Background: an optimization exercise with open tools, aiming at small area and a short achievable clock period. Do not read the settings as production practice.
RTL that was checked went through simulation tests only; none was proved equivalent to the original.
Only the layout flow was run in runs 3 and 4; the RTL was not checked for function there.
Power figures rest on the tool's default switching activity, not on a simulated workload.

### flow/run.sh
#!/bin/bash
# Own flow: the standard layout, except that synthesis leaves adders to ABC
# (no full/half-adder cells) and maps with the ABC script in flow/abc.script.
set -euo pipefail
W=$(pwd)
# scripts folder = ORFS's scripts, with abc_area.script replaced by ours
mkdir -p "$W/scripts_own"
for f in "$FLOW_HOME"/scripts/*; do ln -sf "$f" "$W/scripts_own/"; done
rm -f "$W/scripts_own/abc_area.script"
cp "$W/flow/abc.script" "$W/scripts_own/abc_area.script"
make -C "$FLOW_HOME" DESIGN_CONFIG="$W/config.mk" WORK_HOME="$W/orfs" CLKGATE_MAP_FILE= \
	SYNTH_SCRIPT="$W/synth_recipe.tcl" SCRIPTS_DIR="$W/scripts_own" \
	ADDER_MAP_FILE= ABC_AREA=1 synth > "$W/synth.log" 2>&1
# the rest of the standard flow (synthesis is up to date, so make skips it),
# with plain buffers on the ports
export BUFFER_PORTS_ARGS="-buffer_cell sky130_fd_sc_hd__buf_2"
bash "$W/standard.sh" > "$W/layout.log" 2>&1
### flow/abc.script
strash
&get -n
&st
&dch -f
&dc2
&dch -f
&nf -R 100
&put
topo
### standard.sh
#!/bin/bash
# synth_recipe.tcl (not shown) runs the flow's synth.tcl, then flattens the netlist and writes it again
# the make line also repeats each setting of config.mk as NAME=value (left out here)
make -C /OpenROAD-flow-scripts/flow DESIGN_CONFIG=/design/flow/config.mk WORK_HOME=/design/flow/orfs CLKGATE_MAP_FILE= SYNTH_SCRIPT=/design/flow/synth_recipe.tcl "${@:-finish}"
### config.mk
export PLATFORM = sky130hd
export DESIGN_NAME = statem
export DESIGN_NICKNAME = statem
export VERILOG_FILES = /design/flow/design.v
export SDC_FILE = /design/flow/constraint.sdc
export NUM_CORES = 4
export LEC_CHECK = 0
export CAP_MARGIN = 20
export CORE_MARGIN = 2
export CORE_UTILIZATION = 40
export SETUP_SLACK_MARGIN = 2.9
export SLEW_MARGIN = 20
### constraint.sdc
create_clock -name core_clock -period 6.0 [get_ports {clk}]
set_input_delay 1.2000 -clock core_clock [delete_from_list [all_inputs] [get_ports {clk}]]
set_output_delay 1.2000 -clock core_clock [all_outputs]
set_load 0.01 [all_outputs]
### design.v
module alu(
	input	wire		en,
	input	wire[3:0]	op,
	input	wire[15:0]	A,
	input	wire[15:0]	B,
	input	wire[15:0]	p,
	input	wire[15:0]	g,
	output	wire[15:0]	res
	);
	wire	o_and = en & (op == 4'b0011);
	wire	o_or  = en & (op == 4'b0100);
	wire	o_xor = en & (op == 4'b0101);
	wire	o_not = en & (op == 4'b0110);
	wire	o_sll = en & (op == 4'b0111);
	wire	o_srl = en & (op == 4'b1000);
	wire	o_sra = en & (op == 4'b1001);
	wire	o_rol = en & (op == 4'b1010);
	wire	right = (op[3:1] == 3'b100);
	wire	sg = o_and | o_or;
	wire	sp = o_or | o_xor;
	wire[15:0]	lo = ({16{sg}} & g) | ({16{sp}} & p) | ({16{o_not}} & ~A);
	wire[3:0]	b = B[3:0];
	wire[3:0]	amt;
	assign amt[0] = b[0];
	assign amt[1] = b[1] ^ (right & b[0]);
	assign amt[2] = b[2] ^ (right & (b[0] | b[1]));
	assign amt[3] = b[3] ^ (right & (b[0] | b[1] | b[2]));
	wire[15:0]	r0 = amt[0] ? {A[14:0], A[15]} : A;
	wire[15:0]	r1 = amt[1] ? {r0[13:0], r0[15:14]} : r0;
	wire[15:0]	r2 = amt[2] ? {r1[11:0], r1[15:12]} : r1;
	wire[15:0]	r3 = amt[3] ? {r2[7:0], r2[15:8]} : r2;
	wire		big = |B[15:4];
	wire		b16 = (B == 16'd16);
	wire[15:0]	tlv = 16'hffff << b;	 
	wire		rolm = o_rol & (~big | b16);
	wire		sllm = o_sll & ~big;
	wire		srm = (o_srl | o_sra) & ~big;
	genvar k;
	generate
		for (k = 0; k < 16; k = k + 1) begin : shm
			wire tr = tlv[15-k];
			wire m = (sllm & tlv[k]) | (srm & tr) | rolm;
			assign res[k] = (r3[k] & m) | (o_sra & A[15] & ~(tr & ~big)) | lo[k];
		end
	endgenerate
endmodule
module cla16(
	input	wire[15:0]	g,
	input	wire[15:0]	p,
	input	wire		ci,
	output	wire[16:0]	c
	);
	wire[79:0]	gl;
	wire[79:0]	pl;
	assign gl[15:0] = {g[15:1], g[0] | (p[0] & ci)};
	assign pl[15:0] = p;
	genvar k, l;
	generate
		for (l = 0; l < 4; l = l + 1) begin : lvl
			for (k = 0; k < 16; k = k + 1) begin : bt
				if ((k >> l) & 1) begin : op
					localparam integer j = ((k >> l) << l) - 1;
					assign gl[16*l+16+k] = gl[16*l+k] | (pl[16*l+k] & gl[16*l+j]);
					assign pl[16*l+16+k] = pl[16*l+k] & pl[16*l+j];
				end else begin : pass
					assign gl[16*l+16+k] = gl[16*l+k];
					assign pl[16*l+16+k] = pl[16*l+k];
				end
			end
		end
	endgenerate
	assign c = {gl[79:64], ci};
endmodule
module statem(
	input	wire		clk,
	input	wire		rst,
	input	wire[15:0]	sw,
	output	wire[15:0]	Fout
	);
	reg[1:0]	i;
	reg		show;		 
	reg[15:0]	A0;
	reg[15:0]	B0;
	reg[7:0]	cr;		 
	wire	i0 = (i == 2'd0);
	wire	i1 = (i == 2'd1);
	wire	i2 = (i == 2'd2);
	wire	i3 = (i == 2'd3);
	wire	o_add = (sw[3:0] == 4'b0001);
	wire	o_sub = (sw[3:0] == 4'b0010);
	wire[15:0]	bn = ({16{i1}} & sw) | ({16{i2 & o_add}} & B0) | ({16{i2 & o_sub}} & ~B0);
	wire		cn = i2 & o_sub;
	wire[16:0]	cy;
	cla16 nc(.g(A0 & bn), .p(A0 ^ bn), .ci(cn), .c(cy));
	wire[7:0]	crn = {cy[14], cy[12], cy[10], cy[8], cy[6], cy[4], cy[2], cy[0]};
	wire[15:0]	p = A0 ^ B0;
	wire[15:0]	g = A0 & B0;
	wire[16:0]	c;
	genvar k;
	generate
		for (k = 0; k < 8; k = k + 1) begin : fc
			assign c[2*k] = cr[k];
			assign c[2*k+1] = g[2*k] | (p[2*k] & cr[k]);
		end
	endgenerate
	assign c[16] = g[15] | (p[15] & c[15]);
	wire[15:0]	s = p ^ c[15:0];
	assign Fout = {16{show}} & s;
	wire	SF = s[15];
	wire	ZF = ~(|s);
	wire	CF = c[16] ^ cr[0];
	wire	OF = (c[15] ^ c[16]) & ~(cr[0] & ~(|A0));
	wire[15:0]	res;
	alu a(.en(i2), .op(sw[3:0]), .A(A0), .B(B0), .p(p), .g(g), .res(res));
	always @(posedge clk or negedge rst) begin
		if (rst == 0) begin
			i <= 2'd0;
			show <= 1'b0;
		end else begin
			i <= i + 2'd1;
			if (i2)
				show <= 1'b1;
		end
	end
	always @(posedge clk) begin
		B0 <= bn;
		cr <= crn;
		if (i0 | i3 | (i2 & ~o_add & ~o_sub))
			A0 <= ({16{i0}} & sw) | res | {12'b0, {4{i3}} & {SF, OF, ZF, CF}};
	end
endmodule
==> reports/qor_table.md, run 1 <==
| Result | Value |
| --- | --- |
| Buffers plus inverters on the worst setup path | 2 |
| Finished layout cell area | 4820 sq um |
| CTS tree | built |
| Die X-Extent | 100 um |
| Placer's final routability congestion estimate | 0.947 |
| Number of cells in the design after placement | 632 |
| Count of synthesis-stage warnings from yosys | 1 |
| CTS root buf | clkbuf_8 |
| Top flip-flop cell by instance count after synthesis | dfxtp_1 |
| Max Root-Sink Buffers | 2 |
| Die area | 10000 sq um |
| Distinct cell type count of the synthesized netlist | 44 |
| Final critical-path required period | 3090 ps |
| Drt first-iter violations | 560 |
| Synth Area per Inst | 7.66 sq um |
| DR vias | 4435 |
| Series of cell instances along the critical path | buf_6, nor2b_4, nand3_4, buf_12, nor2_1, a221o_1, a22o_1, nor2_1, o21ai_1, or4_4, o22ai_4, o2bb2ai_1 |
| #FFs+latches synth | 43 |
| Total negative slack for setup checks | 0 ps |
| Worst-case setup margin in the final layout | 2910 ps |
| Number of global-route vias before repair | 3826 |
| Top cells by count, synth | nor2_1 (74), nand2_1 (54), o21ai_0 (52), a21oi_1 (32), dfxtp_1 (24) |
| Starting density of the core | 0.406 |
| Number of placement rows | 35 |
| Worst skew pair latency | 310 ps |
| Vias per Instance | 6.62 |
| Crit path arrival time | 3330 ps |
| Most prevalent standard cell on the critical path | nor2_1 |
| Cells taking the most area after synthesis | dfxtp_1 (13%), edfxtp_1 (13%), nor2_1 (7.5%) |
| Library cell contributing the largest single delay on the critical path | or4_4 |
| Post-layout total power | 0.000648 W |
| Worst Reg2Reg Path Length in Cells | 11 |
| Min-Delay Path Depth | 2 |
| Top cell family by delay on the critical path | simple AND/OR/NAND/NOR gates |
| RSZ-0062 raised after global routing | yes |
| Overall fraction of global-route tracks in use | 0.269 |
| Sort of element at the end of the critical path | flip-flop |
| Total half-perimeter wirelength after legalization and detailed placement | 10100 um |
| Fmax | 323 MHz |
| # IOs | 34 |
| Highest ir drop seen on vdd | 0.0819 mV |
| Total core area | 9110 sq um |
| Total number of clock tree sinks | 43 |
| Number of diodes added for antenna fixing | 0 |
| Proportion of netlist area held by the largest area contributor | 0.130 |
| Cell Count, Final, Fillers Out | 670 |
| Total gr overflow | 0 |
| Status | timing/DRC/antenna clean |
| Global-route wire length before repair | 21100 um |
| Fin Clk Skew | 10.5 ps |
| Slowest Stage Delay on Critical Path | 550 ps |
| Number of search-and-repair iterations in the first detailed-routing pass | 5 |
| Final Hold Violating Endpoints | 0 |
| Power per cell area | 134 nW/um^2 |
| Post-Place Worst Slack | 2330 ps |
| Number of max-cap violations | 0 |
| Maximum level of the CTS H-tree | 2 |
| Die extent in y | 100 um |
| Register-to-Register Setup Slack | 3030 ps |
| TritonCTS Buffers | 5 |
| Cell with the most instances after synthesis | nor2_1 |
| Net count, final | 576 |
| Total of hold buffers inserted after clock tree synthesis | 0 |
| Critical-path maximum fanout | 8 |
| Path type of the worst setup path | in -> reg |
| Cell Area, Synth | 3700 sq um |
| Initial antenna violation count | 0 |
| Detail-routed net length per standard cell | 21.7 um |
| Sequential area share after synthesis | 0.280 |
| Synthesized netlist net count | 501 |
| Number of remaining DRC errors | 0 |
| Placed standard-cell area | 4130 sq um |
| Post-CTS clock slew at the launch and capture registers of the worst setup and hold paths | 90 ps |
| Routed Antenna Nets | 0 |
| Buffers added on ports | 33 |
| Kind of launch point of the worst setup path | input port |
| Worst path depth | 12 |
| Worst slew pin tran | 765 ps |
| Largest net degree at the start of global routing | 33 |
| Fin. max-slew vios | 0 |
| CP required | 6240 ps |
| Setup-failing EPs final | 0 |
| Synth area leader | dfxtp_1 |
| Layout cells sized above 1 | 0.224 |
| Leakage power figure | 1.86 nW |
| Fraction of the cycle the final worst path needs | 0.515 |
| Share of async-settable or async-resettable flops after synthesis | 0.0698 |
| Worst min path class | reg -> reg |
| Mapped Cells | 483 |
| Total wire length | 14500 um |
| Worst-case headroom to the max-slew limit | 0.488 |
| EDFF count, synth | 16 |
| Area growth syn-to-layout | 30.3% |
## layout make-up
cell class,instances,area (sq um)
timing repair buffer,64,523
clock buffer,8,101
sequential,43,1040
fill,855,4290
multi-input combinational,440,3000
inverter,4,15.0
tap,111,139
## power breakdown
group	switching, W	internal (W)	leakage (nW)	total [W]
combinational	0.0000566	0.0000499	1.42	0.000106
clock	0.000108	0.000108	0.0506	0.000216
sequential	0.0000170	0.000308	0.388	0.000325
total	0.000182	0.000466	1.86	0.000648
## tightest hold or removal path: cells and delay by family, from the launching register on
family          cells  cell delay [ps]
flops               1              380
compound gates      1              110
simple gates        1              120
## logic make-up after synthesis
family / count (synthesis) / synth area share
AOI/OAI and AO/OA: 161 / 0.279
xor gates and xnor gates: 37 / 0.0876
adders and majority gates: 9 / 0.0243
buffers and inverters: 4 / 0.00406
DFF: 43 / 0.280
muxes: 26 / 0.0734
and+or+nand+nor: 203 / 0.252
## metal layers
metal	vias to the layer above	routed length (um)	share of wire	GRT usage
met3	31	1240	0.085	0.0411
li1	2012	-	-	-
met5	-	0	0	0
met2	273	6860	0.47	0.427
met1	2119	6060	0.42	0.384
met4	0	350	0.024	0.0674
## flip-flops by register name, summed over array words and instances (netlist names)
signal,count
A0,16
B0,16
cr,8
i,2
show,1
## metrics by stage
stage          utilization  hold WS (ps)
2_1_floorplan            -           524
3_3_place_gp         0.453           591
3_5_place_dp         0.453           607
4_1_cts              0.471           630
5_1_grt              0.529           670
6_report             0.529           632
## final timing paths
| path | from | to |
|---|---|---|
| setup / recovery | sw[1] | cr[7] |
| hold / removal | B0[14] | B0[14] |
| setup reg to reg | i[0] | cr[7] |
| hold reg to reg | B0[14] | B0[14] |
| max in group asynchronous | rst | i[0] |
| min in group asynchronous | rst | i[1] |
## placed cells by master, fill, tap and decap left out, types with 4 or more instances in the layout
cell type and count:
maj3_1 9, a22o_4 4, nor3_1 7, edfxtp_1 16
mux2_1 8, and2_0 17, nand3_1 11, a31oi_1 14
buf_6 4, nor2_1 64, a21oi_1 22, nand2_1 52
nand4_1 8, buf_2 29, dfxtp_1 21, nor2_2 6
xor2_1 18, a221o_1 14, a22oi_1 13, o21ai_0 31
buf_12 6, o211ai_1 4, nor2_4 4, or2_0 6
xnor2_1 14, clkbuf_8 5, mux2i_1 17, a21oi_2 9
o21ai_1 13, buf_4 23, o22ai_1 6, nor4_1 8
o221ai_1 4, o21ai_2 8
## timing repair
action                                  in CTS  in global routing
resized for setup                            6                 85
gates cloned                                 0                  5
endpoints found under the setup margin      13                 22
setup buffers                                4                 21
pin swaps                                    2                 27
==> inputs of run 2 (changes only) <==
==> flow/abc.script (replaced) <==
strash
&get -n
&st
&dch -f
&nf -R 100
&put
topo
--- a/config.mk
+++ b/config.mk
@@ -10,3 +10,3 @@
 export CORE_UTILIZATION = 40
-export SETUP_SLACK_MARGIN = 2.9
+export SETUP_SLACK_MARGIN = 3.0
 export SLEW_MARGIN = 20
==> reports/qor_table.md, run 2 <==
| Result | Value | Delta |
| --- | --- | --- |
| Distinct cell type count of the synthesized netlist | 46 | +4.5% |
| Top cells by count, synth | nor2_1 (61), nand2_1 (56), o21ai_0 (55), xnor2_1 (30), a21oi_1 (25) |  |
| Fmax | 333 MHz | +3.0% |
| Synth Area per Inst | 7.73 sq um | +0.83% |
| Path type of the worst setup path | in -> reg |  |
| Worst Reg2Reg Path Length in Cells | 8 | -3 |
| Top library cells by usage in the layout, fill and taps aside | nor2_1 (54), nand2_1 (54), o21ai_0 (47) |  |
| Met2 global-route usage | 0.481 | +0.0536 |
| Reg2Reg Launch Point | B0[13] |  |
| DR vias | 4311 | -2.8% |
| EDFF count, synth | 16 | unchanged |
| Cells taking the most area after synthesis | dfxtp_1 (13%), edfxtp_1 (13%), o21ai_0 (7.3%) |  |
| Overall fraction of global-route tracks in use | 0.285 | +0.0158 |
| CTS tree | built |  |
| Global-route wire length before repair | 22200 um | +5.5% |
| Number of placement rows | 35 | unchanged |
| Number of diodes added for antenna fixing | 0 | unchanged |
| Total wire length | 14600 um | +0.37% |
| Setup-failing EPs final | 0 | unchanged |
| Share of async-settable or async-resettable flops after synthesis | 0.0698 | unchanged |
| Total negative slack for setup checks | 0 ps | unchanged |
| R2r endpoint | A0[7] |  |
| Worst skew pair latency | 310 ps | about the same |
| Worst hold path endpoint | i[0] |  |
| Cell Count, Final, Fillers Out | 681 | +1.6% |
| Met1 usage in global routing | 0.386 | +0.00237 |
| Synth area leader | dfxtp_1 |  |
| Origin of the worst min-delay path | i[0] |  |
| GR met3 Demand/Resource | 0.0361 | -0.00503 |
| Maximum level of the CTS H-tree | 2 | unchanged |
| Buffers added on ports | 33 | unchanged |
| Number of search-and-repair iterations in the first detailed-routing pass | 5 | unchanged |
| Min-Delay Path Depth | 1 | -1 |
| Number of max-cap violations | 0 | unchanged |
| Number of global-route vias before repair | 3941 | +3.0% |
| Starting density of the core | 0.410 | +0.00393 |
| Drt first-iter violations | 369 | -34% |
| Final critical-path required period | 3000 ps | -89.6 ps |
| Number of remaining DRC errors | 0 | unchanged |
| Die X-Extent | 101 um | +0.69% |
| Critical-path maximum fanout | 6 | -2 |
| Layout cells sized above 1 | 0.195 | -0.0289 |
| Cell with the most instances after synthesis | nor2_1 |  |
| Final Hold Violating Endpoints | 0 | unchanged |
| CP required | 6210 ps | -30 ps |
| Net count, final | 587 | +1.9% |
| Proportion of netlist area held by the largest area contributor | 0.128 | -0.00186 |
| Total half-perimeter wirelength after legalization and detailed placement | 10400 um | +3.0% |
| Highest ir drop seen on vdd | 0.122 mV | +49% |
| Max Root-Sink Buffers | 2 | unchanged |
| Count of synthesis-stage warnings from yosys | 1 | unchanged |
| Total core area | 9150 sq um | +0.48% |
| Leakage power figure | 1.78 nW | -3.9% |
| Synthesized netlist net count | 504 | +0.60% |
| Worst min path class | reg -> reg |  |
| RSZ-0062 raised after global routing | yes |  |
| Status | timing/DRC/antenna clean |  |
| Cell Area, Synth | 3750 sq um | +1.5% |
| Worst-case headroom to the max-slew limit | 0.429 | -0.0587 |
| Register-to-Register Setup Slack | 3110 ps | +80 ps |
| Sequential area share after synthesis | 0.276 | -0.00401 |
| Area growth syn-to-layout | 26.0% |  |
| Registers with the most flip-flops | A0: 16 flops, B0: 16 flops, cr: 8 flops |  |
| Fraction of the cycle the final worst path needs | 0.501 | -0.0149 |
| Fin Clk Skew | 13.8 ps | +3.34 ps |
| #FFs+latches synth | 43 | unchanged |
| Total gr overflow | 0 | unchanged |
| Mapped Cells | 486 | +0.62% |
| Power per cell area | 145 nW/um^2 | +8.2% |
| Routed Antenna Nets | 0 | unchanged |
| Number of cells in the design after placement | 636 | +0.63% |
| Kind of launch point of the worst setup path | input port |  |
| Top Usage Layer GRT | met2 |  |
| Die area | 10200 sq um | +1.4% |
| Sort of element at the end of the critical path | flip-flop |  |
| Post-CTS clock slew at the launch and capture registers of the worst setup and hold paths | 100 ps | about the same |
| Top flip-flop cell by instance count after synthesis | dfxtp_1 |  |
| Die extent in y | 101 um | +0.69% |
| Largest net degree at the start of global routing | 28 | -15% |
| Placer's final routability congestion estimate | 0.995 | +5.1% |
| Crit path arrival time | 3220 ps | -110 ps |
| Detail-routed net length per standard cell | 21.4 um | -1.2% |
| Total of hold buffers inserted after clock tree synthesis | 0 | unchanged |
| Initial antenna violation count | 0 | unchanged |
| Worst slew pin tran | 850 ps | +85.3 ps |
| Post-layout total power | 0.000687 W | +6.1% |
| Total number of clock tree sinks | 43 | unchanged |
| Vias per Instance | 6.33 | -4.4% |
| CTS root buf | clkbuf_8 |  |
| # IOs | 34 | unchanged |
| TritonCTS Buffers | 5 | unchanged |
| Fin. max-slew vios | 0 | unchanged |
-- run 2: changes by cell type in the layout (fill, tap and decap cells not counted), moves of 9 or more --
cell     delta
a21oi_2     -9
a221o_1    -12
buf_4      +16
nor2_1     -10
o21ai_0    +16
xnor2_1    +11
-- run 2: what timing repair did --
| item | in CTS | in global routing |
|---|---|---|
| setup endpoints to repair | 26 | 23 |
| cloned | 1 | 1 |
| pin swaps | 11 | 3 |
| resized for setup | 23 | 17 |
| buffers inserted | 18 | 17 |
-- run 2: worst max-delay path by stage --
stage	to	slack, ps	from	depth (start not counted)
2_1_floorplan	A0[15]	2880	sw[1]	9
3_3_place_gp	A0[0]	2260	sw[1]	12
3_5_place_dp	A0[0]	2220	sw[1]	12
4_1_cts	Fout[5]	3000	A0[4]	4
5_1_grt	A0[7]	2940	B0[13]	8
6_report	cr[5]	3000	sw[2]	14
-- run 2: layout make-up --
type	instances	area (sq um)
repair buffers	74	544
multi-input cells	441	2870
flip-flops and latches	43	1040
clock buffers	8	123
fillers	891	4420
well taps	111	139
inverters	4	15.0
-- run 2: worst max-delay path, stage by stage --
cell and delay (ps):
buf_12 90, nor2_4 40, nand3b_1 160, nor2_4 70, a22oi_2 120, o21ai_1 120, maj3_2 320, maj3_2 320
a31o_1 190, nand3_1 70, nand3_1 90, nand3_1 90, nand3_2 110, a21o_1 200
-- run 2: cells by family (layout without fill, tap and decap cells) --
family                     count (synthesis)  in the layout  share of synthesized area
xor gates and xnor gates                  43             43                      0.100
muxes                                     28             28                     0.0770
buffers and inverters                      4             86                    0.00400
and+or+nand+nor                          198            198                      0.243
adders and majority gates                 12             12                     0.0320
DFF                                       43             43                      0.276
AOI/OAI and AO/OA                        158            160                      0.268
-- run 2: per-stage QoR --
step | util | hold slack, ps | setup slack [ps] | area [sq um]
3_3_place_gp | 0.455 | 518 | 2260 | 4170
4_1_cts | 0.495 | 549 | 3000 | 4530
2_1_floorplan | - | 498 | 2880 | 3820
5_1_grt | 0.517 | 587 | 2940 | 4730
6_report | 0.517 | 549 | 3000 | 4730
3_5_place_dp | 0.455 | 526 | 2220 | 4170
-- run 2: where the power goes --
part	switching (W)	total [W]	internal, W	leakage (nW)
combinational	0.0000599	0.000115	0.0000550	1.33
clock	0.000117	0.000250	0.000133	0.0618
sequential	0.0000144	0.000322	0.000308	0.388
total	0.000191	0.000687	0.000496	1.78
-- run 2: routing by layer --
metal  up-vias  routed length [um]  share of wire
met4         0                 292          0.020
li1       2028                   -              -
met5         -                   0              0
met1      2041                6400           0.44
met2       218                6900           0.47
met3        24                 976          0.067
==> inputs of run 3 (changes only) <==
--- a/design.v
+++ b/design.v
@@ -127,4 +127,4 @@
 		cr <= crn;
-		if (i0 | i3 | (i2 & ~o_add & ~o_sub))
-			A0 <= ({16{i0}} & sw) | res | {12'b0, {4{i3}} & {SF, OF, ZF, CF}};
+		A0 <= ({16{i0}} & sw) | res | {12'b0, {4{i3}} & {SF, OF, ZF, CF}} |
+		      ({16{i1 | (i2 & (o_add | o_sub))}} & A0);
 	end
--- a/config.mk
+++ b/config.mk
@@ -10,3 +10,3 @@
 export CORE_UTILIZATION = 40
-export SETUP_SLACK_MARGIN = 3.0
+export SETUP_SLACK_MARGIN = 2.9
 export SLEW_MARGIN = 20
==> reports/qor_table.md, run 3 <==
| Result | Value | Delta |
| --- | --- | --- |
| Cell with the most instances after synthesis | nand2_1 |  |
| Maximum level of the CTS H-tree | 2 | unchanged |
| Total negative slack for setup checks | 0 ps | unchanged |
| #FFs+latches synth | 43 | unchanged |
| Net count, final | 562 | -4.3% |
| CTS tree | built |  |
| Cells taking the most area after synthesis | dfxtp_1 (22%), mux2i_1 (7.9%), o21ai_0 (7.2%) |  |
| Origin of the worst min-delay path | B0[15] |  |
| Number of diodes added for antenna fixing | 0 | unchanged |
| Area growth syn-to-layout | 22.0% |  |
| Crit path arrival time | 3590 ps | +370 ps |
| Registers with the most flip-flops | A0: 16 flops, B0: 16 flops, cr: 8 flops |  |
| Total number of clock tree sinks | 43 | unchanged |
| Initial antenna violation count | 0 | unchanged |
| Vias per Instance | 6.44 | +1.7% |
| Synth Area in XOR/XNOR | 0.0999 | -0.000402 |
| Distinct cell type count of the synthesized netlist | 45 | -2.2% |
| Area of the multi-input gates | 2920 sq um | +1.8% |
| Synth area leader | dfxtp_1 |  |
| Total wire length | 13500 um | -7.5% |
| Most frequent standard cell in the layout excluding fill and tap cells | nand2_1 |  |
| Fmax | 299 MHz | -10% |
| RSZ-0062 raised after global routing | yes |  |
| Top library cells by usage in the layout, fill and taps aside | nand2_1 (57), o21ai_0 (40), dfxtp_1 (37) |  |
| Largest net degree at the start of global routing | 30 | +7.1% |
| Post-CTS clock slew at the launch and capture registers of the worst setup and hold paths | 90 ps | about the same |
| Number of search-and-repair iterations in the first detailed-routing pass | 6 | +1 |
| Total core area | 9060 sq um | -0.96% |
| Detail-routed net length per standard cell | 20.5 um | -3.9% |
| Compound-gate portion of the synthesized area | 0.279 | +0.0114 |
| Combinational family with the most area after synthesis | compound AO/OA/AOI/OAI gates |  |
| Number of placement rows | 35 | unchanged |
| # IOs | 34 | unchanged |
| Highest ir drop seen on vdd | 0.0926 mV | -24% |
| Worst setup path startpoint | sw[0] |  |
| Number of max-cap violations | 0 | unchanged |
| Setup-failing EPs final | 0 | unchanged |
| Area share of fa/ha/maj cells after synthesis | 0.0272 | -0.00481 |
| Share of async-settable or async-resettable flops after synthesis | 0.0698 | unchanged |
| Buffers added on ports | 33 | unchanged |
| Final critical-path required period | 3340 ps | +339 ps |
| Power per cell area | 155 nW/um^2 | +6.5% |
| Number of global-route vias before repair | 3944 | +0.076% |
| Fraction of the cycle the final worst path needs | 0.557 | +0.0566 |
| Worst slew pin tran | 987 ps | +137 ps |
| Top cells by count, synth | nand2_1 (58), o21ai_0 (53), dfxtp_1 (40), nor2_1 (40), a21oi_1 (32) |  |
| Count of fill cells added during filler insertion | 890 | -0.11% |
| Worst min path class | reg -> reg |  |
| Fin. max-slew vios | 0 | unchanged |
| Top flip-flop cell by instance count after synthesis | dfxtp_1 |  |
| Kind of launch point of the worst setup path | input port |  |
| Path type of the worst setup path | in -> reg |  |
| EDFF count, synth | 0 | -16 |
| Number of remaining DRC errors | 0 | unchanged |
| Count of synthesis-stage warnings from yosys | 1 | unchanged |
| Final Hold Violating Endpoints | 0 | unchanged |
| Worst skew pair latency | 300 ps | about the same |
| Finished layout cell area | 4490 sq um | -5.0% |
| Proportion of netlist area held by the largest area contributor | 0.217 | +0.0895 |
| Total of hold buffers inserted after clock tree synthesis | 0 | unchanged |
| Total half-perimeter wirelength after legalization and detailed placement | 9520 um | -8.1% |
| Fraction of synthesized area in multiplexers | 0.125 | +0.0477 |
| Mapped Cells | 479 | -1.4% |
| DR vias | 4223 | -2.0% |
| Die area | 9990 sq um | -1.9% |
| Sort of element at the end of the critical path | flip-flop |  |
| Cell Count, Final, Fillers Out | 656 | -3.7% |
| Cell Area, Synth | 3680 sq um | -1.9% |
| Reg2Reg Launch Point | i[0] |  |
| Storage element area | 880 sq um | -15% |
| Sequential area share after synthesis | 0.238 | -0.0381 |
| CP required | 6250 ps | +40 ps |
| Drt first-iter violations | 481 | +30% |
| Overall fraction of global-route tracks in use | 0.270 | -0.0147 |
| Total gr overflow | 0 | unchanged |
| Starting density of the core | 0.406 | -0.00404 |
| TritonCTS Buffers | 5 | unchanged |
| Placer's final routability congestion estimate | 0.956 | -3.9% |
| Placed standard-cell area | 4110 sq um | -1.4% |
| Routed Antenna Nets | 0 | unchanged |
| Number of cells in the design after placement | 629 | -1.1% |
| Layout cells sized above 1 | 0.169 | -0.0259 |
| Worst-case headroom to the max-slew limit | 0.339 | -0.0896 |
| Leakage power figure | 1.78 nW | -0.29% |
| CTS root buf | clkbuf_8 |  |
| Synthesized netlist net count | 497 | -1.4% |
| Die extent in y | 99.9 um | -0.93% |
| Status | timing/DRC/antenna clean |  |
| Global-route wire length before repair | 21400 um | -3.6% |
| Die X-Extent | 99.9 um | -0.93% |
| Fin Clk Skew | 10.3 ps | -3.56 ps |
| Basic-gate share of the synthesized area counting and, or, nand and nor cells | 0.225 | -0.0180 |
| Max Root-Sink Buffers | 2 | unchanged |
| Synth Area per Inst | 7.69 sq um | -0.50% |
| Critical-path maximum fanout | 8 | +2 |
-- run 3: changes by cell type in the layout (fill, tap and decap cells not counted), sizes merged, moves of 6 or more --
cell,delta
nor2,-21
buf,-19
dfxtp,+16
edfxtp,-16
mux2i,+8
xnor2,-8
a21oi,+7
a22oi,+7
and2,-7
xor2,+7
o221ai,-6
-- run 3: worst max-delay path: stages --
cell       delay, ps
buf_12           100
or3b_4           370
or3_4            400
o21ai_2          150
maj3_2           190
maj3_2           170
a31o_1           160
nand4bb_1        110
o211ai_1         160
nand4bb_1        130
o211ai_1         200
nand4_1          150
nand4_1           90
-- run 3: metal layers --
layer | part of all wire | wire length [um] | vias to the layer above | track usage
met5 | 0 | 0 | - | 0
met3 | 0.079 | 1060 | 33 | 0.0376
li1 | - | - | 1983 | -
met4 | 0.032 | 433 | 0 | 0.0885
met1 | 0.43 | 5730 | 1983 | 0.372
met2 | 0.46 | 6250 | 224 | 0.437
-- run 3: worst paths after layout --
kind | endpoint | slack (ps) | cells past startpoint
worst min register to register | B0[15] | 590 | 1
worst min-delay path | B0[15] | 590 | 1
max in group asynchronous | show | 5230 | 1
worst max-delay path | cr[7] | 2660 | 13
worst max register to register | cr[7] | 2830 | 14
min in group asynchronous | i[0] | 670 | 1
-- run 3: cells by family after synthesis --
group | Yosys count
muxes | 42
buffers and inverters | 6
and+or+nand+nor | 173
xor gates and xnor gates | 42
adders and majority gates | 10
AOI/OAI and AO/OA | 163
DFF | 43
-- run 3: layout make-up --
class | instances | share of cell area
Clock buffer | 6 | 0.0162
Clock inverter | 2 | 0.0134
Inverter | 6 | 0.00501
Multi-Input combinational cell | 432 | 0.650
Sequential cell | 43 | 0.196
Tap cell | 111 | 0.0309
Timing Repair Buffer | 56 | 0.0886
-- run 3: power by group --
part / internal (W) / leakage, nW / switching (W)
registers: 0.000292 / 0.375 / 0.0000195
clock network: 0.000167 / 0.0654 / 0.000111
logic: 0.0000491 / 1.34 / 0.0000564
total: 0.000508 / 1.78 / 0.000187
-- run 3: per-stage QoR --
step / hold WS, ps / utilization / worst slack (ps) / total power, W
2_1_floorplan: 485 / - / 2620 / 0.000376
3_5_place_dp: 563 / 0.453 / 1970 / 0.000414
6_report: 591 / 0.496 / 2660 / 0.000696
3_3_place_gp: 548 / 0.452 / 2060 / 0.000411
4_1_cts: 586 / 0.486 / 2710 / 0.000690
5_1_grt: 626 / 0.496 / 2560 / 0.000720
-- run 3: repair_timing --
item / 4_1_cts / 5_1_grt
resized for setup: 15 / 18
endpoints found under the setup margin: 22 / 21
setup buffers: 12 / 4
cloned: 1 / 2
pin swaps: 10 / 6
==> inputs of run 4 (changes only) <==
==> flow/abc.script (replaced) <==
strash
&get -n
&st
&dch -f
&nf -R 50
&put
topo
==> reports/qor_table.md, run 4 <==
| Result | Value | Delta |
| --- | --- | --- |
| Status | timing/DRC/antenna clean |  |
| Share of total power in sequential cells | 0.493 | +0.044 |
| Area growth syn-to-layout | 23.0% |  |
| Cell Area, Synth | 3700 sq um | +0.37% |
| #FFs+latches synth | 43 | unchanged |
| Worst-case headroom to the max-slew limit | 0.440 | +0.101 |
| Cells taking the most area after synthesis | dfxtp_1 (22%), o21ai_0 (7.9%), mux2i_1 (5.7%) |  |
| Post-Place Worst Slack | 2050 ps | +75.1 ps |
| Maximum level of the CTS H-tree | 2 | unchanged |
| Cell with the most instances after synthesis | o21ai_0 |  |
| Crit path arrival time | 3440 ps | -150 ps |
| Synthesized netlist net count | 489 | -1.6% |
| Setup-failing EPs final | 0 | unchanged |
| Layout cells sized above 1 | 0.171 | +0.00251 |
| Max Root-Sink Buffers | 2 | unchanged |
| Initial antenna violation count | 0 | unchanged |
| Detail-routed net length per standard cell | 21.7 um | +5.7% |
| Fin Clk Skew | 8.88 ps | -1.40 ps |
| Largest net degree at the start of global routing | 31 | +3.3% |
| Buffers added on ports | 33 | unchanged |
| Most prevalent standard cell on the critical path | a31o_1 |  |
| Fin. max-slew vios | 0 | unchanged |
| CTS root buf | clkbuf_8 |  |
| Routed Antenna Nets | 0 | unchanged |
| RSZ-0062 raised after global routing | yes |  |
| Number of max-cap violations | 0 | unchanged |
| TritonCTS Buffers | 5 | unchanged |
| Total gr overflow | 0 | unchanged |
| Total wire length | 14100 um | +4.4% |
| Number of global-route vias before repair | 3956 | +0.30% |
| Slowest Stage Delay on Critical Path | 330 ps | -70 ps |
| Fraction of power spent switching nets | 0.296 | +0.0265 |
| Distinct cell type count of the synthesized netlist | 44 | -2.2% |
| Library cell contributing the largest single delay on the critical path | maj3_2 |  |
| Total of hold buffers inserted after clock tree synthesis | 0 | unchanged |
| Most frequent standard cell in the layout excluding fill and tap cells | o21ai_0 |  |
| Top flip-flop cell by instance count after synthesis | dfxtp_1 |  |
| Die area | 10000 sq um | +0.36% |
| EDFF count, synth | 0 | unchanged |
| Final critical-path required period | 3230 ps | -108 ps |
| Leakage power figure | 1.76 nW | -0.87% |
| Kind of launch point of the worst setup path | input port |  |
| Total half-perimeter wirelength after legalization and detailed placement | 9730 um | +2.2% |
| Fmax | 309 MHz | +3.3% |
| Post-layout total power | 0.000633 W | -9.1% |
| Overall fraction of global-route tracks in use | 0.274 | +0.00335 |
| Total negative slack for setup checks | 0 ps | unchanged |
| Fraction of power consumed by the clock network | 0.342 | -0.058 |
| Critical-path maximum fanout | 5 | -3 |
| Worst min path class | reg -> reg |  |
| Net count, final | 554 | -1.4% |
| Post-CTS clock slew at the launch and capture registers of the worst setup and hold paths | 90 ps | about the same |
| Global-route wire length before repair | 21600 um | +0.71% |
| Post-layout utilization of the core | 0.499 | +0.00325 |
| Starting density of the core | 0.406 | -0.000442 |
| Die X-Extent | 100 um | +0.18% |
| Vias per Instance | 6.61 | +2.6% |
| Mapped Cells | 471 | -1.7% |
| Power per cell area | 139 nW/um^2 | -10% |
| Proportion of netlist area held by the largest area contributor | 0.217 | -0.000810 |
| Die extent in y | 100 um | +0.18% |
| Number of remaining DRC errors | 0 | unchanged |
| Series of cell instances along the critical path | buf_12, nand2b_4, nor4_4, buf_12, a22oi_2, o21ai_2, maj3_2, maj3_2, a31o_1, a31o_1, a31o_1, a211o_1 |  |
| DR vias | 4281 | +1.4% |
| Int Power | 0.000445 W | -12% |
| Worst slew pin tran | 839 ps | -149 ps |
| Net Sw Power | 0.000187 W | about the same |
| CTS tree | built |  |
| Registers with the most flip-flops | A0: 16 flops, B0: 16 flops, cr: 8 flops |  |
| Top library cells by usage in the layout, fill and taps aside | o21ai_0 (51), nand2_1 (47), dfxtp_1 (37) |  |
| Sequential area share after synthesis | 0.237 | -0.000886 |
| Logic gate share of total power | 0.165 | +0.013 |
| Synth Area per Inst | 7.85 sq um | +2.1% |
| Drt first-iter violations | 391 | -19% |
| Path type of the worst setup path | in -> reg |  |
| Share of async-settable or async-resettable flops after synthesis | 0.0698 | unchanged |
| Fraction of the cycle the final worst path needs | 0.539 | -0.0180 |
| Count of synthesis-stage warnings from yosys | 1 | unchanged |
| Worst skew pair latency | 310 ps | about the same |
| Worst-case setup margin in the final layout | 2770 ps | +108 ps |
| Number of diodes added for antenna fixing | 0 | unchanged |
| Final Hold Violating Endpoints | 0 | unchanged |
| CP required | 6210 ps | -40 ps |
| Total core area | 9110 sq um | +0.48% |
| # IOs | 34 | unchanged |
| Highest ir drop seen on vdd | 0.0698 mV | -25% |
| Synth area leader | dfxtp_1 |  |
| Top cells by count, synth | o21ai_0 (58), nand2_1 (47), dfxtp_1 (40), nor2_1 (35), a21oi_1 (30) |  |
| Sort of element at the end of the critical path | flip-flop |  |
| Number of search-and-repair iterations in the first detailed-routing pass | 6 | unchanged |
| Placer's final routability congestion estimate | 0.908 | -5.0% |
| Number of placement rows | 35 | unchanged |
| Total number of clock tree sinks | 43 | unchanged |
## run 4: worst max-delay path, delay by kind of cell
kind                       cells  cell delay (ps)
and+or+nand+nor                2              180
adders and majority gates      2              630
buffers and inverters          2              230
AOI/OAI and AO/OA              6             1210
## run 4: final timing paths
path	startpoint	endpoint	slack, ps	cells past startpoint
max reg2reg	i[0]	cr[7]	2900	11
min	B0[14]	B0[14]	590	1
max in group asynchronous	rst	show	5230	1
min in group asynchronous	rst	i[1]	670	1
min reg2reg	B0[14]	B0[14]	590	1
max	sw[1]	cr[7]	2770	12
## run 4: per-layer routing
layer / global-route usage / part of all wire
met2: 0.449 / 0.45
met3: 0.0474 / 0.079
met5: 0 / 0
met4: 0.0959 / 0.039
met1: 0.362 / 0.43
## run 4: logic make-up (layout without fill, tap and decap cells)
logic type                 after synthesis  in the layout  synth area share
AOI/OAI and AO/OA                      171            171             0.294
xor gates and xnor gates                41             43            0.0972
adders and majority gates               15             15            0.0406
buffers and inverters                    5             68           0.00508
muxes                                   40             40             0.121
DFF                                     43             43             0.237
and+or+nand+nor                        156            157             0.206
## run 4: cell type report
cell class	instances	area [sq um]
timing repair buffer	55	382
fill	914	4560
sequential	43	880
inverter	5	18.8
multi-input combinational	426	3020
tap	111	139
clock buffer	7	96.3
clock inverter	1	7.51
## run 4: timing repair
item,4_1_cts,5_1_grt
endpoints found under the setup margin,23,19
pin swaps,3,7
cloned,1,2
resized for setup,19,16
buffers inserted,11,4
## run 4: metrics by stage
step,area (sq um),std cells,hold WS (ps)
after floorplan,3780,471,494
after global placement,4140,622,557
after detailed placement,4140,622,561
after CTS,4420,642,596
after global routing,4540,648,638
final,4540,648,594
## run 4: power groups by stage
stage / Combinational [W] / Clock, W / Sequential [W]
after detailed placement: 0.0000955 / 0 / 0.000318
after global routing: 0.000115 / 0.000230 / 0.000313
after global placement: 0.0000928 / 0 / 0.000317
after floorplan: 0.0000652 / 0 / 0.000310
final: 0.000104 / 0.000216 / 0.000312
after CTS: 0.000101 / 0.000220 / 0.000311
==> inputs of run 5 (changes only) <==
--- a/design.v
+++ b/design.v
@@ -91,6 +91,7 @@
 	wire[15:0]	bn = ({16{i1}} & sw) | ({16{i2 & o_add}} & B0) | ({16{i2 & o_sub}} & ~B0);
-	wire		cn = i2 & o_sub;
+	wire[15:0]	y = i1 ? sw : ~B0;
 	wire[16:0]	cy;
-	cla16 nc(.g(A0 & bn), .p(A0 ^ bn), .ci(cn), .c(cy));
-	wire[7:0]	crn = {cy[14], cy[12], cy[10], cy[8], cy[6], cy[4], cy[2], cy[0]};
+	cla16 nc(.g(A0 & y), .p(A0 ^ y), .ci(~i1), .c(cy));
+	wire[7:0]	cyv = {cy[14], cy[12], cy[10], cy[8], cy[6], cy[4], cy[2], cy[0]};
+	wire[7:0]	crn = ({8{i1 | (i2 & o_sub)}} & cyv) | ({8{i2 & o_add}} & cr);
 	wire[15:0]	p = A0 ^ B0;
==> flow/abc.script (replaced) <==
strash
&get -n
&st
&dch -f
&nf -R 100
&put
topo
==> reports/qor_table.md, run 5 <==
| Result | Value | Delta |
| --- | --- | --- |
| EDFF count, synth | 0 | unchanged |
| RSZ-0062 raised after global routing | yes |  |
| # IOs | 34 | unchanged |
| Layout cells sized above 1 | 0.116 | -0.0550 |
| CTS root buf | clkbuf_8 |  |
| Top flip-flop cell by instance count after synthesis | dfxtp_1 |  |
| Total negative slack for setup checks | 0 ps | unchanged |
| Fin. max-slew vios | 0 | unchanged |
| DR vias | 4479 | +4.6% |
| Buffers added on ports | 33 | unchanged |
| Cells taking the most area after synthesis | dfxtp_1 (21%), o21ai_0 (7.6%), nand2_1 (6.8%) |  |
| Top cell family by delay on the critical path | compound AO/OA/AOI/OAI gates |  |
| TritonCTS Buffers | 5 | unchanged |
| Largest net degree at the start of global routing | 30 | -3.2% |
| Total wire length | 13900 um | -1.1% |
| Proportion of netlist area held by the largest area contributor | 0.210 | -0.00627 |
| Total of hold buffers inserted after clock tree synthesis | 0 | unchanged |
| Sequential area share after synthesis | 0.230 | -0.00686 |
| Fin Clk Skew | 8.86 ps | -0.0176 ps |
| Most frequent standard cell in the layout excluding fill and tap cells | nand2_1 |  |
| Vias per Instance | 6.35 | -3.8% |
| Top library cells by usage in the layout, fill and taps aside | nand2_1 (69), o21ai_0 (57), a21oi_1 (45) |  |
| Cell Area, Synth | 3810 sq um | +3.0% |
| Highest ir drop seen on vdd | 0.0876 mV | +26% |
| CP required | 6250 ps | +40 ps |
| Crit path arrival time | 3270 ps | -170 ps |
| Total gr overflow | 0 | unchanged |
| Drt first-iter violations | 426 | +9.0% |
| Net count, final | 593 | +7.0% |
| Fmax | 332 MHz | +7.3% |
| Registers with the most flip-flops | A0: 16 flops, B0: 16 flops, cr: 8 flops |  |
| Total half-perimeter wirelength after legalization and detailed placement | 10200 um | +4.3% |
| Total core area | 9240 sq um | +1.4% |
| Worst skew pair latency | 300 ps | about the same |
| Top cells by count, synth | nand2_1 (69), o21ai_0 (58), a21oi_1 (45), nor2_1 (45), dfxtp_1 (40) |  |
| Placer's final routability congestion estimate | 1.03 | +14% |
| Series of cell instances along the critical path | buf_2, nand2_1, o21ai_0, maj3_1, nand3_1, and3_1, o31a_1, o31ai_4, nand3b_1, o211ai_1, a22o_1 |  |
| Critical-path maximum fanout | 11 | +6 |
| Die extent in y | 102 um | +1.4% |
| #FFs+latches synth | 43 | unchanged |
| Fraction of power spent switching nets | 0.298 | +0.00269 |
| Number of remaining DRC errors | 0 | unchanged |
| Final critical-path required period | 3010 ps | -220 ps |
| Initial antenna violation count | 0 | unchanged |
| Number of max-cap violations | 0 | unchanged |
| Detail-routed net length per standard cell | 19.7 um | -9.1% |
| Final Hold Violating Endpoints | 0 | unchanged |
| Max Root-Sink Buffers | 2 | unchanged |
| Net Sw Power | 0.000190 W | +1.7% |
| Global-route wire length before repair | 21500 um | -0.38% |
| Reg2Reg Launch Point | B0[5] |  |
| Number of search-and-repair iterations in the first detailed-routing pass | 5 | -1 |
| Power per cell area | 142 nW/um^2 | +1.9% |
| Fraction of the cycle the final worst path needs | 0.502 | -0.0367 |
| Die X-Extent | 102 um | +1.4% |
| Maximum level of the CTS H-tree | 2 | unchanged |
| Sort of element at the end of the critical path | flip-flop |  |
| Synthesized netlist net count | 536 | +9.6% |
| Setup-failing EPs final | 0 | unchanged |
| Mapped Cells | 518 | +10% |
| Worst setup path startpoint | sw[1] |  |
| Starting density of the core | 0.412 | +0.00615 |
| Worst-case headroom to the max-slew limit | 0.362 | -0.0784 |
| Number of global-route vias before repair | 3881 | -1.9% |
| Worst Hold Slack | 495 ps | -98.6 ps |
| Leakage power figure | 1.70 nW | -3.5% |
| CTS tree | built |  |
| Distinct cell type count of the synthesized netlist | 47 | +6.8% |
| Count of synthesis-stage warnings from yosys | 1 | unchanged |
| Share of async-settable or async-resettable flops after synthesis | 0.0698 | unchanged |
| Int Power | 0.000447 W | +0.43% |
| Routed Antenna Nets | 0 | unchanged |
| Fraction of power consumed by the clock network | 0.332 | -0.010 |
| Total number of clock tree sinks | 43 | unchanged |
| Overall fraction of global-route tracks in use | 0.269 | -0.00433 |
| Origin of the worst min-delay path | cr[4] |  |
| Worst slew pin tran | 954 ps | +115 ps |
| Slowest Stage Delay on Critical Path | 330 ps | about the same |
| Path type of the worst setup path | in -> reg |  |
| Buffers plus inverters on the worst setup path | 1 | -1 |
| Number of placement rows | 35 | unchanged |
| Cell with the most instances after synthesis | nand2_1 |  |
| Count of fill cells added during filler insertion | 945 | +3.4% |
| Die area | 10300 sq um | +2.9% |
| Post-CTS clock slew at the launch and capture registers of the worst setup and hold paths | 90 ps | about the same |
| Logic gate share of total power | 0.179 | +0.014 |
| Synth area leader | dfxtp_1 |  |
| Area growth syn-to-layout | 18.1% |  |
| Status | timing/DRC/antenna clean |  |
| Number of diodes added for antenna fixing | 0 | unchanged |
| Worst min path class | reg -> reg |  |
| Library cell contributing the largest single delay on the critical path | o31a_1 |  |
| Kind of launch point of the worst setup path | input port |  |
| Share of total power in sequential cells | 0.489 | -0.004 |
| Synth Area per Inst | 7.35 sq um | -6.4% |
[run 5: final timing paths]
kind | end | slack [ps] | depth (start not counted)
min in group asynchronous | show | 670 | 1
setup / recovery | cr[7] | 2990 | 11
hold / removal | cr[4] | 500 | 2
max in group asynchronous | i[1] | 5210 | 1
setup reg to reg | A0[10] | 3060 | 8
hold reg to reg | cr[4] | 500 | 2
[run 5: power groups by stage]
stage	clock network, W	registers, W	logic (W)
2_1_floorplan	0	0.000310	0.0000759
3_3_place_gp	0	0.000318	0.000107
3_5_place_dp	0	0.000318	0.000109
4_1_cts	0.000216	0.000311	0.000111
5_1_grt	0.000230	0.000313	0.000127
6_report	0.000212	0.000312	0.000114
[run 5: cells by family (layout without fill, tap and decap cells)]
family                     Yosys count  in the layout  share of synthesized area
AOI/OAI and AO/OA                  196            196                      0.324
xor gates and xnor gates            39             41                     0.0897
adders and majority gates            9              9                     0.0237
buffers and inverters                5             61                    0.00493
DFF                                 43             43                      0.230
muxes                               34             34                     0.0927
and+or+nand+nor                    192            192                      0.235
[run 5: layout make-up]
cell class / instances / area (sq um) / area share
well taps: 129 / 161 / 0.0359
repair buffers: 48 / 307 / 0.0682
flip-flops and latches: 43 / 880 / 0.196
clock buffers: 8 / 100 / 0.0223
inverters: 5 / 18.8 / 0.00417
multi-input cells: 472 / 3030 / 0.674
[run 5: worst register-to-register path, cell delays in order, from the launching register on]
cell,delay [ps]
dfxtp_1,390
or4_1,540
nor2_1,750
nand4_1,430
a21oi_1,290
a221o_1,190
o21ai_0,90
a21oi_1,110
or3_1,110
[run 5: metrics by stage]
step                 util  power, W  cells  setup slack (ps)  area (sq um)
floorplan               -  0.000386    518              2970          3850
global placement    0.458  0.000425    687              2500          4230
detailed placement  0.458  0.000427    687              2450          4230
CTS                 0.474  0.000638    697              2850          4380
global route        0.487  0.000670    705              2840          4500
finish              0.487  0.000638    705              2990          4500
[run 5: per-layer routing]
layer	global-route usage	routed length (um)
met5	0	0
met4	0.104	444
met3	0.0400	1200
met2	0.404	6120
met1	0.387	6150
[run 5: timing repair]
| action | in CTS | in global routing |
|---|---|---|
| resized for setup | 3 | 7 |
| buffers inserted | 0 | 8 |
| pin swaps | 1 | 4 |
| setup endpoints to repair | 9 | 20 |
| gates cloned | 2 | 0 |
==> inputs of run 6 (changes only) <==
==> flow/abc.script (replaced) <==
strash
&get -n
&st
&dch -f
&nf -R 50
&put
topo
==> reports/qor_table.md, run 6 <==
| Result | Value | Delta |
| --- | --- | --- |
| Status | timing/DRC/antenna clean |  |
| Worst slew pin tran | 727 ps | -227 ps |
| Cell Area, Synth | 3800 sq um | -0.16% |
| Total of hold buffers inserted after clock tree synthesis | 0 | unchanged |
| Worst Reg2Reg Path Length in Cells | 11 | +3 |
| Number of placement rows | 35 | unchanged |
| Mapped Cells | 514 | -0.77% |
| Share of total power in sequential cells | 0.479 | -0.010 |
| Starting density of the core | 0.411 | -0.000677 |
| Die X-Extent | 101 um | about the same |
| Detail-routed net length per standard cell | 20.3 um | +2.6% |
| Total negative slack for setup checks | 0 ps | unchanged |
| Leakage power figure | 1.72 nW | +1.2% |
| Die area | 10300 sq um | -0.16% |
| Top flip-flop cell by instance count after synthesis | dfxtp_1 |  |
| Final Hold Violating Endpoints | 0 | unchanged |
| #FFs+latches synth | 43 | unchanged |
| Fraction of power consumed by the clock network | 0.361 | +0.029 |
| Number of search-and-repair iterations in the first detailed-routing pass | 6 | +1 |
| Layout cells sized above 1 | 0.124 | +0.00802 |
| Routed Antenna Nets | 0 | unchanged |
| Worst-case headroom to the max-slew limit | 0.513 | +0.151 |
| Drt first-iter violations | 561 | +32% |
| # IOs | 34 | unchanged |
| CTS root buf | clkbuf_8 |  |
| Highest ir drop seen on vdd | 0.0901 mV | +2.8% |
| Worst min path class | reg -> reg |  |
| Placer's final routability congestion estimate | 0.992 | -4.0% |
| Total half-perimeter wirelength after legalization and detailed placement | 10100 um | about the same |
| Overall fraction of global-route tracks in use | 0.275 | +0.00612 |
| Setup-failing EPs final | 0 | unchanged |
| Max Root-Sink Buffers | 2 | unchanged |
| Fin Clk Skew | 11.2 ps | +2.37 ps |
| Fin. max-slew vios | 0 | unchanged |
| Sequential area share after synthesis | 0.230 | +0.000379 |
| Synth Area per Inst | 7.39 sq um | +0.61% |
| Cells taking the most area after synthesis | dfxtp_1 (21%), o21ai_0 (8.2%), mux2i_1 (6.6%) |  |
| Total gr overflow | 0 | unchanged |
| CTS tree | built |  |
| Post-CTS clock slew at the launch and capture registers of the worst setup and hold paths | 90 ps | about the same |
| Kind of launch point of the worst setup path | flip-flop |  |
| Vias per Instance | 6.39 | +0.60% |
| Logic gate share of total power | 0.161 | -0.018 |
| Post-layout utilization of the core | 0.489 | +0.00230 |
| Fmax | 327 MHz | -1.3% |
| Power per cell area | 144 nW/um^2 | +1.7% |
| Number of max-cap violations | 0 | unchanged |
| DR vias | 4474 | -0.11% |
| Number of remaining DRC errors | 0 | unchanged |
| Critical-path maximum fanout | 30 | +19 |
| Count of synthesis-stage warnings from yosys | 1 | unchanged |
| RSZ-0062 raised after global routing | yes |  |
| Initial antenna violation count | 0 | unchanged |
| Crit path arrival time | 1850 ps | -1420 ps |
| Top library cells by usage in the layout, fill and taps aside | nand2_1 (66), o21ai_0 (62), nor2_1 (42), a21oi_1 (42), dfxtp_1 (38) |  |
| Worst skew pair latency | 310 ps | about the same |
| Die extent in y | 101 um | about the same |
| Final critical-path required period | 3050 ps | +40.2 ps |
| Path type of the worst setup path | reg -> out |  |
| Largest net degree at the start of global routing | 33 | +10% |
| Synth area leader | dfxtp_1 |  |
| Proportion of netlist area held by the largest area contributor | 0.211 | +0.000346 |
| Most frequent standard cell in the layout excluding fill and tap cells | nand2_1 |  |
| Distinct cell type count of the synthesized netlist | 48 | +2.1% |
| Area growth syn-to-layout | 18.9% |  |
| Net count, final | 589 | -0.67% |
| Fraction of power spent switching nets | 0.293 | -0.00554 |
| Registers with the most flip-flops | A0: 16 flops, B0: 16 flops, cr: 8 flops |  |
| TritonCTS Buffers | 5 | unchanged |
| Total core area | 9240 sq um | unchanged |
| Maximum level of the CTS H-tree | 2 | unchanged |
| CP required | 4800 ps | -1450 ps |
| Number of global-route vias before repair | 3979 | +2.5% |
| Net Sw Power | 0.000191 W | +0.29% |
| Share of async-settable or async-resettable flops after synthesis | 0.0698 | unchanged |
| Total wire length | 14200 um | +1.9% |
| Sort of element at the end of the critical path | output port |  |
| Fraction of the cycle the final worst path needs | 0.509 | +0.00670 |
| Min-Delay Path Depth | 2 | unchanged |
| Total number of clock tree sinks | 43 | unchanged |
| Global-route wire length before repair | 22000 um | +2.5% |
| Top cells by count, synth | nand2_1 (66), o21ai_0 (62), nor2_1 (44), a21oi_1 (43), dfxtp_1 (40) |  |
| EDFF count, synth | 0 | unchanged |
| Number of diodes added for antenna fixing | 0 | unchanged |
| Int Power | 0.000461 W | +3.0% |
| Buffers added on ports | 33 | unchanged |
| Cell with the most instances after synthesis | nand2_1 |  |
| Synthesized netlist net count | 532 | -0.75% |
## run 6: final timing paths
kind,slack [ps],start,endpoint
min in group asynchronous,680,rst,i[1]
setup / recovery,2950,B0[0],Fout[1]
hold / removal,480,cr[4],cr[4]
setup reg to reg,3260,i[0],cr[6]
hold reg to reg,480,cr[4],cr[4]
max in group asynchronous,5210,rst,show
## run 6: what timing repair did
item,in CTS,in global routing
cloned,1,1
buffers inserted,0,9
pin swaps,0,3
resized for setup,7,10
setup endpoints to repair,18,18
## run 6: cell families after synthesis
group / after synthesis / share of synthesized area
flops: 43 / 0.230
compound gates: 196 / 0.323
mux: 35 / 0.0955
buf+inv: 5 / 0.00494
xor+xnor: 40 / 0.0922
fa+ha+maj: 10 / 0.0263
simple gates: 185 / 0.228
## run 6: final cells by class
| class | count | area, sq um |
|---|---|---|
| fill | 937 | 4720 |
| clock inverter | 1 | 30.0 |
| tap | 129 | 161 |
| multi-input combinational | 468 | 3070 |
| sequential | 43 | 878 |
| clock buffer | 6 | 72.6 |
| timing repair buffer | 48 | 290 |
| inverter | 5 | 18.8 |
## run 6: power by group through the flow
stage                     Clock [W]  Combinational (W)  Sequential [W]
after global placement            0          0.0000965        0.000318
after detailed placement          0          0.0000984        0.000318
after CTS                  0.000236          0.0000996        0.000311
final                      0.000235           0.000105        0.000312
after floorplan                   0          0.0000672        0.000310
after global routing       0.000243           0.000116        0.000313
## run 6: through the flow
step                hold slack (ps)  total power [W]  instances  setup slack, ps  cell area, sq um
floorplan                       452         0.000377        514             2780              3820
global placement                468         0.000414        682             2370              4200
detailed placement              473         0.000416        682             2260              4200
CTS                             487         0.000647        690             2820              4360
finish                          482         0.000652        700             2950              4520
global route                    522         0.000673        700             2880              4520
## run 6: layer usage
| metal | wire length, um | global-route usage | share of wire | up-vias |
|---|---|---|---|---|
| met3 | 850 | 0.0290 | 0.060 | 40 |
| met4 | 503 | 0.112 | 0.035 | 0 |
| met5 | 0 | 0 | 0 | - |
| met2 | 6530 | 0.444 | 0.46 | 219 |
| met1 | 6300 | 0.376 | 0.44 | 2116 |
| li1 | - | - | - | 2099 |
## run 6: worst max-delay path, cell delays in order (launching register included)
cell and delay (ps):
dfxtp_1 300, buf_4 250, maj3_1 430, xnor2_2 250
and2_0 180, buf_2 130
==> inputs of run 7 (changes only) <==
==> flow/abc.script (replaced) <==
strash
&get -n
&st
&dch -f
&nf -R 75
&put
topo
--- a/config.mk
+++ b/config.mk
@@ -10,3 +10,3 @@
 export CORE_UTILIZATION = 40
-export SETUP_SLACK_MARGIN = 2.9
+export SETUP_SLACK_MARGIN = 3.1
 export SLEW_MARGIN = 20
==> reports/qor_table.md, run 7 <==
| Result | Value | Delta |
| --- | --- | --- |
| Slowest Stage Delay on Critical Path | 320 ps | -110 ps |
| Total gr overflow | 0 | unchanged |
| Count of synthesis-stage warnings from yosys | 1 | unchanged |
| CP required | 6240 ps | +1440 ps |
| Fin. max-slew vios | 0 | unchanged |
| Overall fraction of global-route tracks in use | 0.280 | +0.00518 |
| Share of total power in sequential cells | 0.503 | +0.024 |
| Met1 usage in global routing | 0.393 | +0.0174 |
| GR met3 Demand/Resource | 0.0373 | +0.00828 |
| Int Power | 0.000429 W | -6.8% |
| Path type of the worst setup path | in -> reg |  |
| Most frequent standard cell in the layout excluding fill and tap cells | nand2_1 |  |
| Placer's final routability congestion estimate | 0.939 | -5.4% |
| Share of async-settable or async-resettable flops after synthesis | 0.0698 | unchanged |
| Post-CTS clock slew at the launch and capture registers of the worst setup and hold paths | 80 ps | about the same |
| Sort of element at the end of the critical path | flip-flop |  |
| Fraction of the cycle the final worst path needs | 0.481 | -0.0282 |
| Die area | 10300 sq um | +0.16% |
| Number of global-route vias before repair | 4020 | +1.0% |
| Top library cells by usage in the layout, fill and taps aside | nand2_1 (67), o21ai_0 (54), nor2_1 (43), a21oi_1 (43), buf_2 (33) |  |
| Count of fill cells added during filler insertion | 907 | -3.2% |
| Layout cells sized above 1 | 0.173 | +0.0483 |
| Distinct cell type count of the synthesized netlist | 47 | -2.1% |
| Mapped Cells | 518 | +0.78% |
| Total number of clock tree sinks | 43 | unchanged |
| Total of hold buffers inserted after clock tree synthesis | 0 | unchanged |
| Setup-failing EPs final | 0 | unchanged |
| Top cells by count, synth | nand2_1 (69), o21ai_0 (58), a21oi_1 (45), nor2_1 (45), dfxtp_1 (40) |  |
| Final critical-path required period | 2890 ps | -169 ps |
| Top Usage Layer GRT | met2 |  |
| Net count, final | 603 | +2.4% |
| Cell Area, Synth | 3810 sq um | +0.16% |
| Drt first-iter violations | 412 | -27% |
| Die X-Extent | 102 um | about the same |
| Total negative slack for setup checks | 0 ps | unchanged |
| # IOs | 34 | unchanged |
| Compound-gate portion of the synthesized area | 0.324 | +0.00144 |
| CTS root buf | clkbuf_8 |  |
| Number of diodes added for antenna fixing | 0 | unchanged |
| Total half-perimeter wirelength after legalization and detailed placement | 10300 um | +1.1% |
| Fraction of power consumed by the clock network | 0.293 | -0.068 |
| Routed Antenna Nets | 0 | unchanged |
| Series of cell instances along the critical path | buf_2, nand2_1, o21ai_0, xor2_1, nand3_1, and3_1, o31a_1, o31ai_4, nand3b_1, o211ai_1, a22o_1 |  |
| Synthesized netlist net count | 536 | +0.75% |
| RSZ-0062 raised after global routing | yes |  |
| Number of cells in the design after placement | 689 | +1.0% |
| Registers with the most flip-flops | A0: 16 flops, B0: 16 flops, cr: 8 flops |  |
| #FFs+latches synth | 43 | unchanged |
| Proportion of netlist area held by the largest area contributor | 0.210 | -0.000346 |
| Worst-case setup margin in the final layout | 3110 ps | +169 ps |
| Crit path arrival time | 3130 ps | +1280 ps |
| Buffers added on ports | 33 | unchanged |
| Worst min path class | reg -> reg |  |
| Met2 global-route usage | 0.439 | -0.00545 |
| Status | timing/DRC/antenna clean |  |
| Fraction of synthesized area in multiplexers | 0.0927 | -0.00279 |
| Total wire length | 14700 um | +3.4% |
| Initial antenna violation count | 0 | unchanged |
| EDFF count, synth | 0 | unchanged |
| Sequential area share after synthesis | 0.230 | -0.000379 |
| Number of remaining DRC errors | 0 | unchanged |
| Post-Place Worst Slack | 2610 ps | +349 ps |
| Net Sw Power | 0.000190 W | -0.68% |
| Number of search-and-repair iterations in the first detailed-routing pass | 5 | -1 |
| Synth Area in XOR/XNOR | 0.0897 | -0.00245 |
| Synth Area per Inst | 7.35 sq um | -0.61% |
| Largest net degree at the start of global routing | 30 | -9.1% |
| Cell Count, Final, Fillers Out | 714 | +2.0% |
| Library cell contributing the largest single delay on the critical path | o31a_1 |  |
| Basic-gate share of the synthesized area counting and, or, nand and nor cells | 0.235 | +0.00686 |
| Power per cell area | 132 nW/um^2 | -8.8% |
| Fin Clk Skew | 11.2 ps | -0.00850 ps |
| Cell with the most instances after synthesis | nand2_1 |  |
| Die extent in y | 102 um | about the same |
| Cells taking the most area after synthesis | dfxtp_1 (21%), o21ai_0 (7.6%), nand2_1 (6.8%) |  |
| Kind of launch point of the worst setup path | input port |  |
| Worst-case headroom to the max-slew limit | 0.514 | +0.00165 |
| Top flip-flop cell by instance count after synthesis | dfxtp_1 |  |
| Synth area leader | dfxtp_1 |  |
| Number of placement rows | 35 | unchanged |
| Total core area | 9240 sq um | unchanged |
| Max Root-Sink Buffers | 2 | unchanged |
| Fraction of power spent switching nets | 0.306 | +0.0134 |
| Logic gate share of total power | 0.204 | +0.043 |
| Final Hold Violating Endpoints | 0 | unchanged |
| Fmax | 347 MHz | +5.9% |
| Critical-path maximum fanout | 5 | -83% |
| Worst skew pair latency | 300 ps | about the same |
| Global-route wire length before repair | 22300 um | +1.3% |
| CTS tree | built |  |
| Leakage power figure | 1.79 nW | +3.6% |
| Highest ir drop seen on vdd | 0.0860 mV | -4.5% |
| Vias per Instance | 6.40 | +0.19% |
| Detail-routed net length per standard cell | 20.5 um | +1.4% |
| DR vias | 4572 | +2.2% |
| Maximum level of the CTS H-tree | 2 | unchanged |
| Starting density of the core | 0.412 | +0.000677 |
| Worst slew pin tran | 724 ps | -3.37 ps |
| TritonCTS Buffers | 5 | unchanged |
| Area share of fa/ha/maj cells after synthesis | 0.0237 | -0.00267 |
| Number of max-cap violations | 0 | unchanged |
| Combinational family with the most area after synthesis | compound AO/OA/AOI/OAI gates |  |
| Area growth syn-to-layout | 23.6% |  |
==> run 7: cell count changes in the layout (fill, tap and decap cells not counted), moves of 4 or more <==
cell     delta
dfxtp_1    -10
dfxtp_2     +8
o21ai_0     -8
buf_6       +4
xnor2_1     -4
xnor2_2     +4
==> run 7: area by class of cell <==
cell class / instances / area [sq um] / share of cell area
clock buffer: 7 / 76.3 / 0.0162
multi-input combinational: 475 / 3160 / 0.671
tap: 129 / 161 / 0.0343
inverter: 5 / 18.8 / 0.00399
timing repair buffer: 55 / 395 / 0.0840
sequential: 43 / 897 / 0.191
==> run 7: cell families (layout without fill, tap and decap cells) <==
group                      count (synthesis)  count (layout)
DFF                                       43              43
buffers and inverters                      5              67
AOI/OAI and AO/OA                        196             198
adders and majority gates                  9               9
and+or+nand+nor                          192             192
xor gates and xnor gates                  39              42
muxes                                     34              34
==> run 7: worst max-delay path, delay by kind of cell <==
family          cells  cell delay [ps]
compound gates      5              960
simple gates        4              570
xor+xnor            1              260
buf+inv             1              140
==> run 7: stage by stage <==
stage	total power, W	hold WS [ps]	util	cell area [sq um]
after floorplan	0.000387	452	-	3870
after global placement	0.000426	489	0.461	4260
after detailed placement	0.000428	493	0.461	4260
after CTS	0.000613	504	0.492	4540
after global routing	0.000649	522	0.509	4710
final	0.000619	507	0.509	4710
==> run 7: what timing repair did <==
action	CTS	global route
endpoints found under the setup margin	22	28
pin swaps	5	3
buffers inserted	9	4
cloned	5	0
gates resized for setup	12	33
==> run 7: routing by layer <==
metal | share of wire | vias to the layer above
met5 | 0 | -
met4 | 0.034 | 0
met3 | 0.092 | 44
met2 | 0.45 | 302
met1 | 0.43 | 2098
li1 | - | 2128
==> run 7: worst paths after layout <==
| kind | endpoint | from | slack [ps] | cells past startpoint |
|---|---|---|---|---|
| max | cr[7] | sw[3] | 3110 | 11 |
| max reg2reg | cr[7] | i[0] | 3240 | 13 |
| max in group asynchronous | i[0] | rst | 5210 | 1 |
| min reg2reg | cr[4] | cr[4] | 510 | 2 |
| min | cr[4] | cr[4] | 510 | 2 |
| min in group asynchronous | i[0] | rst | 680 | 1 |
==> run 7: power groups by stage <==
stage	combinational, W	clock [W]	sequential, W
floorplan	0.0000766	0	0.000310
global placement	0.000109	0	0.000317
detailed placement	0.000111	0	0.000317
CTS	0.000116	0.000186	0.000311
global route	0.000138	0.000198	0.000313
finish	0.000126	0.000181	0.000311

## static timing again, ports no longer ideal
The results above use ideal ports. As a check the final layouts listed here were re-extracted and re-timed, cells and wires unchanged. Step 1 assumes that a clkbuf_16 drives the clock port and a buf_2 every other input. Step 2 adds t to the input delays and takes it off the output delays; t is the mean of the earliest and latest rising clock arrival at the registers after step 1. Input paths then give back, and output paths get back, about the clock's delay inside the block. Slacks: ideal / step 1 / step 2; pairs: ideal / step 1.
run | t (ns) | setup slack, ns | latest minus earliest clock arrival (ns) | worst slew at a driven data input, ns
run 1 | 0.334 | 2.907 / 2.895 / 2.561 | 0.010 / 0.010 | 0.06
run 2 | 0.337 | 2.997 / 2.967 / 2.630 | 0.014 / 0.014 | 0.06
run 3 | 0.334 | 2.657 / 2.646 / 2.312 | 0.010 / 0.010 | 0.06
run 4 | 0.336 | 2.765 / 2.733 / 2.397 | 0.009 / 0.009 | 0.06
run 5 | 0.329 | 2.986 / 2.997 / 2.669 | 0.009 / 0.009 | 0.04
run 6 | 0.333 | 2.945 / 2.916 / 2.665 | 0.011 / 0.011 | 0.03
run 7 | 0.330 | 3.115 / 3.124 / 2.794 | 0.012 / 0.011 | 0.03
After both steps setup and hold are still met in every run listed. For run 4, which loses most, drivers alone change the setup slack by -0.032 ns; drivers and shift together by -0.368 ns.
